Background: an optimization exercise with open tools, aiming at small area and a short achievable clock period. Do not read the settings as production practice.
At most, simulation tests tie the RTL to the original design; equivalence was not proved.

==> inputs of willow <==
## systolic_array
module systolic_array(
    inp_west0, inp_west4, inp_west8, inp_west12,
    inp_north0, inp_north1, inp_north2, inp_north3,
    result0, result1, result2, result3, result4, result5, result6, result7,
    result8, result9, result10, result11, result12, result13, result14, result15,
    clk, rst, count
);
input wire [31:0] inp_west0, inp_west4, inp_west8, inp_west12,
                  inp_north0, inp_north1, inp_north2, inp_north3;
output wire [63:0] result0, result1, result2, result3, result4, result5, result6, result7,
                   result8, result9, result10, result11, result12, result13, result14, result15;
output reg [7:0] count;
input clk, rst;
always @(posedge clk) begin
    if (rst) count <= 0;
    else count <= count + 1;
end
wire [15:0] a0 = ~inp_west0[15:0];
wire [15:0] b0 = ~inp_north0[15:0];
reg [31:0] acc0;
reg [15:0] e0_0;
reg [15:0] s0_0;
wire m0_p0_0 = ~(a0[0] | b0[0]);
wire m0_p0_1 = ~(a0[0] | b0[1]);
wire m0_p0_2 = ~(a0[0] | b0[2]);
wire m0_p0_3 = ~(a0[0] | b0[3]);
wire m0_p0_4 = ~(a0[0] | b0[4]);
wire m0_p0_5 = ~(a0[0] | b0[5]);
wire m0_p0_6 = ~(a0[0] | b0[6]);
wire m0_p0_7 = ~(a0[0] | b0[7]);
wire m0_p0_8 = ~(a0[0] | b0[8]);
wire m0_p0_9 = ~(a0[0] | b0[9]);
wire m0_p0_10 = ~(a0[0] | b0[10]);
wire m0_p0_11 = ~(a0[0] | b0[11]);
wire m0_p0_12 = ~(a0[0] | b0[12]);
wire m0_p0_13 = ~(a0[0] | b0[13]);
wire m0_p0_14 = ~(a0[0] | b0[14]);
wire m0_p0_15 = ~(a0[0] | b0[15]);
wire m0_p1_0 = ~(a0[1] | b0[0]);
wire m0_p1_1 = ~(a0[1] | b0[1]);
wire m0_p1_2 = ~(a0[1] | b0[2]);
wire m0_p1_3 = ~(a0[1] | b0[3]);
wire m0_p1_4 = ~(a0[1] | b0[4]);
wire m0_p1_5 = ~(a0[1] | b0[5]);
wire m0_p1_6 = ~(a0[1] | b0[6]);
wire m0_p1_7 = ~(a0[1] | b0[7]);
wire m0_p1_8 = ~(a0[1] | b0[8]);
wire m0_p1_9 = ~(a0[1] | b0[9]);
wire m0_p1_10 = ~(a0[1] | b0[10]);
wire m0_p1_11 = ~(a0[1] | b0[11]);
wire m0_p1_12 = ~(a0[1] | b0[12]);
wire m0_p1_13 = ~(a0[1] | b0[13]);
wire m0_p1_14 = ~(a0[1] | b0[14]);
  ...
clock: 7.0 ns
lec_check: 0
cap_margin: 20
core_margin: 2
core_utilization: 40
setup_slack_margin: 0.1
slew_margin: 20
synth_hierarchical: 1
run.sh (not shown) runs the stock make flow with config.mk's settings and CLKGATE_MAP_FILE= SYNTH_SCRIPT=/design/flow/synth_recipe.tcl, a recipe that flattens the netlist after the stock synthesis.
==> inputs of maple, as changes to willow <==
Settings changed: SETUP_SLACK_MARGIN 0.1 to 2.5.
==> run notes <==
| item | maple | willow |
|---|---|---|
| Critical R2R Launch | s1_3[9] | s1_3[6] |
| Number of cells in the design after placement | 20.3k | 20.5k |
| Fillcell total | 31.9k | 35.2k |
| Result of the run | complete, but fails checks | no timing/DRC/antenna violations |
| Layout check failures | antenna violations | - |
| Min cycle time layout | 6.10 ns | 6.79 ns |
| Max Fclk | 0.164 GHz | 0.147 GHz |
| Clock network latency to the later pin of the worst-skew pair | 0.90 ns | 0.89 ns |
| GR Layer Usage met2 | 46.4% | 42.4% |
| Area grow syn2layout | 33.7% | 14.2% |
| Register-to-register setup slack | 0.92 ns | 0.33 ns |
| Share of final layout cell area taken by clock buffers and inverters | 2.39% | 2.77% |
Function was not checked in any run of this note: the RTL went through the layout flow alone.


==> inputs of wip/raven <==
systolic_array, a different RTL version from the one above (not shown whole).
clock: 7.0 ns
lec_check: 0
cap_margin: 20
core_margin: 2
core_utilization: 40
setup_slack_margin: 3.0
slew_margin: 20
synth_hierarchical: 1
tns_end_percent: 0
standard.sh (not shown) runs the stock make flow with config.mk's settings and CLKGATE_MAP_FILE= SYNTH_SCRIPT=/design/flow/synth_recipe.tcl, a recipe that flattens the netlist after the stock synthesis.
==> flow/flow/run.sh <==
#!/bin/bash
# The standard layout, with plain buf_2 cells as the port buffers instead of the
# delay buffer that buffer_ports picks by default. Every port still gets a buffer.
set -euo pipefail
export BUFFER_PORTS_ARGS="-buffer_cell sky130_fd_sc_hd__buf_2"
bash standard.sh > standard_flow.log 2>&1
==> inputs of wip/tundra, as changes to wip/raven <==
SETUP_SLACK_MARGIN = 2.0   (was 3.0)
==> notes <==
wip/tundra finished with timing, DRC and antenna clean. wip/raven went through all stages and came out clean. Of wip/raven and wip/tundra, wip/tundra has the higher setup slack (gap 0.057 ns). Routed wire length is about the same in wip/tundra and wip/raven. Die area is the same in wip/tundra and wip/raven. In critical path depth, wip/raven and wip/tundra do not differ. Between wip/raven and wip/tundra, the lower design area is in wip/raven (gap about 0.66%, measured against wip/tundra). In synthesized area, wip/raven and wip/tundra do not differ.
==> figures <==
|  | wip/raven | wip/tundra |
|---|---|---|
| Run status | no timing/DRC/antenna violations | no timing/DRC/antenna violations |
| End point of the critical path | acc0[22] | acc11[30] |
| Largest stage delay on the critical path | 0.57 ns | 0.56 ns |
| Peak Freq | 197 MHz | 200 MHz |
| Layout Utilization | 44.4% | 44.7% |
| Clock skew after layout | 0.0784 ns | 0.0765 ns |
| Total routing usage reported by global routing | 26.7% | 26.5% |
| Wire per inst | 23.6 um | 23.7 um |
| Global-route track usage on met3 | 5.09% | 5.02% |
| Combined buffer and inverter count along the critical path | 3 | 5 |
| Multi-input logic area | 123000 um2 | 124000 um2 |
| R2r endpoint | acc11[24] | acc11[30] |

[port drivers added, routing unchanged]
The flow's constraints put no driver on any port. The routed layouts listed below were extracted and timed again, unchanged, in two steps.
Step 1: set_driving_cell puts a clkbuf_16 on clk and a buf_2 on each other input, an assumption about the parent block.
Step 2, shift: input delay + t, output delay - t, t = (earliest + latest rising clock arrival at the registers) / 2. This alone moves slack from input paths to output paths.
a / b / c = ideal / step 1 / step 2; a / b = the first two.
run | shift t [ns] | setup slack, ns | latest minus earliest clock arrival (ns) | slew at the worst register clock pin (ns) | worst data-port slew with drivers (ns)
willow | 0.964 | 0.214 / 0.212 / -0.752 | 0.072 / 0.073 | 0.06 / 0.06 | 0.14
maple | 0.974 | 0.897 / 0.871 / -0.103 | 0.078 / 0.078 | 0.07 / 0.07 | 0.21
wip/raven | 0.968 | 1.932 / 1.986 / 1.018 | 0.099 / 0.100 | 0.07 / 0.07 | 0.14
wip/tundra | 0.968 | 1.989 / 1.989 / 1.067 | 0.098 / 0.098 | 0.07 / 0.07 | 0.15
The setup slack of maple, which loses most, moves by -0.026 ns with the drivers and by -1.000 ns with both steps.
